Source: an optimization exercise on an open RTL-to-GDS flow (aim: small area, a short achievable clock period and few clock cycles per item). Production flows keep margins and buffers that such runs may drop.
RTL that was checked went through simulation tests only; none was proved equivalent to the original.

==> 09-17: inputs <==
==> flow/design.v (excerpt) <==
module average #(
    parameter int NOF_BITS = 32
) (
    input  logic                clk,
    input  logic                rst_n,
    input  logic                start,
    input  logic                data_first,
    input  logic                data_last,
    input  logic [NOF_BITS-1:0] data_in,
    output logic [NOF_BITS:0]   data_out,
    output logic                busy,
    output logic                TO,
    output logic                done
);
==> module average, before the edit <==
module average #(
    parameter int NOF_BITS = 32
) (
    input  logic                clk,
    input  logic                rst_n,
    input  logic                start,
    input  logic                data_first,
    input  logic                data_last,
    input  logic [NOF_BITS-1:0] data_in,
    output logic [NOF_BITS:0]   data_out,
    output logic                busy,
    output logic                TO,
    output logic                done
);
    localparam int W = NOF_BITS;
    localparam int TIMEOUT_LIMIT = 10;
    logic       acc;       
    logic       v;         
    logic       div;       
    logic [4:0] cnt;       
    logic [W:0]   x;       
    logic [W-1:0] b;       
    logic [W-1:0] y;       
    wire waiting  = busy & ~acc & ~v & ~div;
    wire take     = acc | (waiting & data_first);
    wire to_now   = waiting & ~data_first & (cnt == 5'(TIMEOUT_LIMIT - 1));
    wire fin      = v & ~acc;                  
    wire sum_on   = v & acc;                   
    wire div_last = div & (&cnt);
    wire skip     = div & ~|x & ~|y[W-1:W-5] & (cnt <= 5'd25);
    wire [W+1:0] sum = {1'b0, x} + {1'b0, div, b} + (W+2)'(div);
    wire         ge  = sum[W+1];               
    always_ff @(posedge clk) begin
        if (skip)
            x <= {{W{1'b0}}, y[W-6]};
        else if (div)
            x <= {ge ? sum[W-1:0] : x[W-1:0], y[W-1]};
        else if (fin)
            x <= {{(W-1){1'b0}}, sum[W:W-1]};
        else if (sum_on)
            x <= sum[W:0];
        else
            x <= '0;
        if (skip)
            y <= {y[W-7:0], 6'b0};
        else if (div)
            y <= {y[W-2:0], ge};
        else if (fin)
            y <= {sum[W-2:0], 1'b0};
        else
            y <= acc ? y + 1'b1 : W'(1);
        if (fin)
            b <= ~y;
        else if (!div)
            b <= data_in;
    end
    always_ff @(posedge clk or negedge rst_n) begin
        if (!rst_n) begin
            busy     <= 1'b0;
            acc      <= 1'b0;
            v        <= 1'b0;
            div      <= 1'b0;
            cnt      <= '0;
            TO       <= 1'b0;
            done     <= 1'b0;
            data_out <= '0;
        end else begin
            TO   <= to_now;
            done <= div_last;
            v    <= take;
            if (!busy) begin
                busy <= start;
                cnt  <= '0;
            end else begin
                if (to_now | div_last) busy <= 1'b0;
                cnt <= fin ? '0 : cnt + (skip ? 5'd6 : 5'd1);
                if (take) acc <= ~data_last;
                div <= fin | (div & ~div_last);
            end
            if (div_last) data_out <= {1'b0, y[W-2:0], ge};
        end
    end
endmodule
export LEC_CHECK = 0
export CAP_MARGIN = 20
export CORE_MARGIN = 2
export CORE_UTILIZATION = 40
export CTS_BUF_LIST = sky130_fd_sc_hd__clkbuf_8
export SETUP_SLACK_MARGIN = 3.2
export SLEW_MARGIN = 20
create_clock -name core_clock -period 6.0 [get_ports {clk}]
standard.sh (not shown) runs the stock make flow with config.mk's settings and CLKGATE_MAP_FILE= SYNTH_SCRIPT=/design/flow/synth_recipe.tcl, a recipe that flattens the netlist after the stock synthesis.
==> flow/flow/run.sh <==
#!/bin/bash
# The standard layout, except that the port buffers are the smallest
# plain buffer (buf_1) rather than the delay buffer buffer_ports picks by
# default; the resizer still upsizes any of them that timing needs.
set -euo pipefail
export BUFFER_PORTS_ARGS="-buffer_cell sky130_fd_sc_hd__buf_1"
bash standard.sh > standard_flow.log 2>&1
==> inputs of 08-21, as changes to 09-17 <==
--- a/flow/design.v
+++ b/flow/design.v
@@ -29,10 +29,12 @@
     wire sum_on   = v & acc;                   
     wire div_last = div & (&cnt);
-    wire skip     = div & ~|x & ~|y[W-1:W-5] & (cnt <= 5'd25);
+    wire [4:0] x8 = {x[1:0], y[W-1:W-3]};
+    wire [4:0] n5 = ~b[4:0];
+    wire skip     = div & ~|x[W:2] & ~&cnt[4:2] & (~&b[W-1:5] | (x8 < n5));
     wire [W+1:0] sum = {1'b0, x} + {1'b0, div, b} + (W+2)'(div);
     wire         ge  = sum[W+1];               
     always_ff @(posedge clk) begin
         if (skip)
-            x <= {{W{1'b0}}, y[W-6]};
+            x <= {{(W-5){1'b0}}, x[1:0], y[W-1:W-4]};
         else if (div)
             x <= {ge ? sum[W-1:0] : x[W-1:0], y[W-1]};
@@ -44,5 +46,5 @@
             x <= '0;
         if (skip)
-            y <= {y[W-7:0], 6'b0};
+            y <= {y[W-5:0], 4'b0};
         else if (div)
             y <= {y[W-2:0], ge};
@@ -75,5 +77,5 @@
             end else begin
                 if (to_now | div_last) busy <= 1'b0;
-                cnt <= fin ? '0 : cnt + (skip ? 5'd6 : 5'd1);
+                cnt <= fin ? '0 : cnt + (skip ? 5'd4 : 5'd1);
                 if (take) acc <= ~data_last;
                 div <= fin | (div & ~div_last);
CORE_UTILIZATION = 35   (was 40)
SETUP_SLACK_MARGIN = 3.0   (was 3.2)
==> inputs of 03-13, as changes to 09-17 <==
==> flow/design.v (replaced) <==
`timescale 1ns/1ps
module average #(
    parameter int NOF_BITS = 32
) (
    input  logic                clk,
    input  logic                rst_n,
    input  logic                start,
    input  logic                data_first,
    input  logic                data_last,
    input  logic [NOF_BITS-1:0] data_in,
    output logic [NOF_BITS:0]   data_out,
    output logic                busy,
    output logic                TO,
    output logic                done
);
    localparam int QW  = NOF_BITS + 1;                
    localparam int NC  = (QW + 1) / 2;                
    localparam int DW  = NC * 2;                      
    localparam int RW  = NOF_BITS;                    
    localparam int TIMEOUT_LIMIT = 10;
    localparam int CW  = $clog2((NC > TIMEOUT_LIMIT ? NC : TIMEOUT_LIMIT));
    logic          acc;        
    logic          div;        
    logic [CW-1:0] cnt;        
    logic [DW-1:0]   s;        
    logic [RW-1:0]   n;        
    logic [RW+1:0]   n3;       
    logic [RW-1:0]   r;        
    wire waiting  = busy & ~acc & ~div;
    wire to_now   = waiting & ~data_first & (cnt == CW'(TIMEOUT_LIMIT - 1));
    wire go_div   = (acc | (waiting & data_first)) & data_last;
    wire div_last = div & (cnt == CW'(NC - 1));
    wire [QW-1:0] s_acc = ({QW{acc}} & s[QW-1:0]) + data_in;
    wire [RW+1:0] t  = {r, s[DW-1:DW-2]};
    wire [RW+2:0] d1 = {1'b0, t} - {3'b0, n};
    wire [RW+2:0] d2 = {1'b0, t} - {2'b0, n, 1'b0};
    wire [RW+2:0] d3 = {1'b0, t} - {1'b0, n3};
    wire          q1 = ~d1[RW+2];
    wire          q2 = ~d2[RW+2];
    wire          q3 = ~d3[RW+2];
    wire [RW-1:0] r_div = q2 ? (q3 ? d3[RW-1:0] : d2[RW-1:0])
                             : (q1 ? d1[RW-1:0] : t[RW-1:0]);
    wire [DW-1:0] s_div = {s[DW-3:0], q2, q3 | (q1 & ~q2)};
    always_ff @(posedge clk) begin
        if (div) begin
            s <= s_div;
            r <= r_div;
        end else begin
            s  <= DW'(s_acc);
            n  <= acc ? n + 1'b1 : RW'(1);
            n3 <= acc ? n3 + 2'd3 : (RW+2)'(3);
            r  <= '0;
        end
    end
    always_ff @(posedge clk or negedge rst_n) begin
        if (!rst_n) begin
            busy     <= 1'b0;
            acc      <= 1'b0;
            div      <= 1'b0;
            cnt      <= '0;
            TO       <= 1'b0;
            done     <= 1'b0;
            data_out <= '0;
        end else begin
            TO   <= to_now;
            done <= div_last;
            if (!busy) begin
                busy <= start;
                cnt  <= '0;
            end else begin
                if (to_now | div_last) busy <= 1'b0;
                cnt <= go_div ? '0 : cnt + 1'b1;
                if (go_div) acc <= 1'b0;
                else if (waiting & data_first) acc <= 1'b1;
                if (go_div) div <= 1'b1;
                else if (div_last) div <= 1'b0;
            end
            if (div_last) data_out <= s_div[QW-1:0];
        end
    end
endmodule
==> flow/run.sh (new file) <==
#!/bin/bash
# synth_recipe.tcl (not shown) runs the flow's synth.tcl, then flattens the netlist and writes it again
# the make line also repeats each setting of config.mk as NAME=value (left out here)
make -C /OpenROAD-flow-scripts/flow DESIGN_CONFIG=/design/flow/config.mk WORK_HOME=/design/flow/orfs CLKGATE_MAP_FILE= SYNTH_SCRIPT=/design/flow/synth_recipe.tcl finish
CTS_BUF_LIST = unset   (was sky130_fd_sc_hd__clkbuf_8)
SETUP_SLACK_MARGIN = unset   (was 3.2)
removed: flow/flow/run.sh
removed: flow/standard.sh
==> summary of the runs <==
In count of clock-buffer cells in the layout, 08-21 and 09-17 do not differ. Register-to-register slack, highest first: 09-17, 08-21, 03-13. 03-13 produced a clean layout. 09-17 passed the timing, design-rule and antenna checks. 08-21 went through all stages and came out clean. Of 09-17 and 08-21, 09-17 has the higher final area (gap 4.4%, measured against 08-21). In critical path depth, 03-13 and 09-17 do not differ.
==> figures <==
metric	03-13	09-17	08-21
Status	finished clean	finished clean	finished clean
Global-route wire length before repair	61900 µm	40200 µm	40600 µm
Kind of critical path	input pin to flip-flop	flip-flop to flip-flop	flip-flop to flip-flop
Count of vias placed by the detailed router	12400	7680	7785
Setup slack, reg-to-reg	2.09 ns	3.14 ns	3.01 ns
Largest stage delay, worst path	0.59 ns	0.45 ns	0.49 ns
Via density per instance	5.46	5.65	5.56
Number of unique standard cell types used by synthesis	81	78	76
Inverters	107	31	17
Multi-input gate share of total cell area	58.2%	52.6%	52.3%
Testbench counts of 08-21, summed over its fixed seeds: cycles 66,598, items 1,600.
No functional check of the RTL was part of 09-17 and 03-13.

## separate check: timing with driven ports
No port has a modelled driver above. Below, the same layouts with a new extraction and two added sets of constraints.
Step 1 assumes that a clkbuf_16 drives the clock port and a buf_2 every other input.
Step 2 times the ports against the registers' clock, not the clock port: input delays grow and output delays shrink by t, the midpoint of the rising clock arrivals with the driver on.
Three values: no drivers, after step 1, after step 2; two values: the first two.
run	t, ns	setup WS [ns]	worst setup path at the end	worst slew at a driven data input, ns	cell pins on the clock port's net
09-17	0.512	3.143 / 3.143 / 3.143	register to register	0.03	1
08-21	0.493	3.008 / 3.008 / 3.008	register to register	0.04	1
03-13	0.501	2.048 / 2.076 / 1.575	input to register	0.04	1
After both steps setup and hold are still met in every run listed. The setup slack of 03-13, which loses most, moves by +0.028 ns with the drivers and by -0.473 ns with both steps.
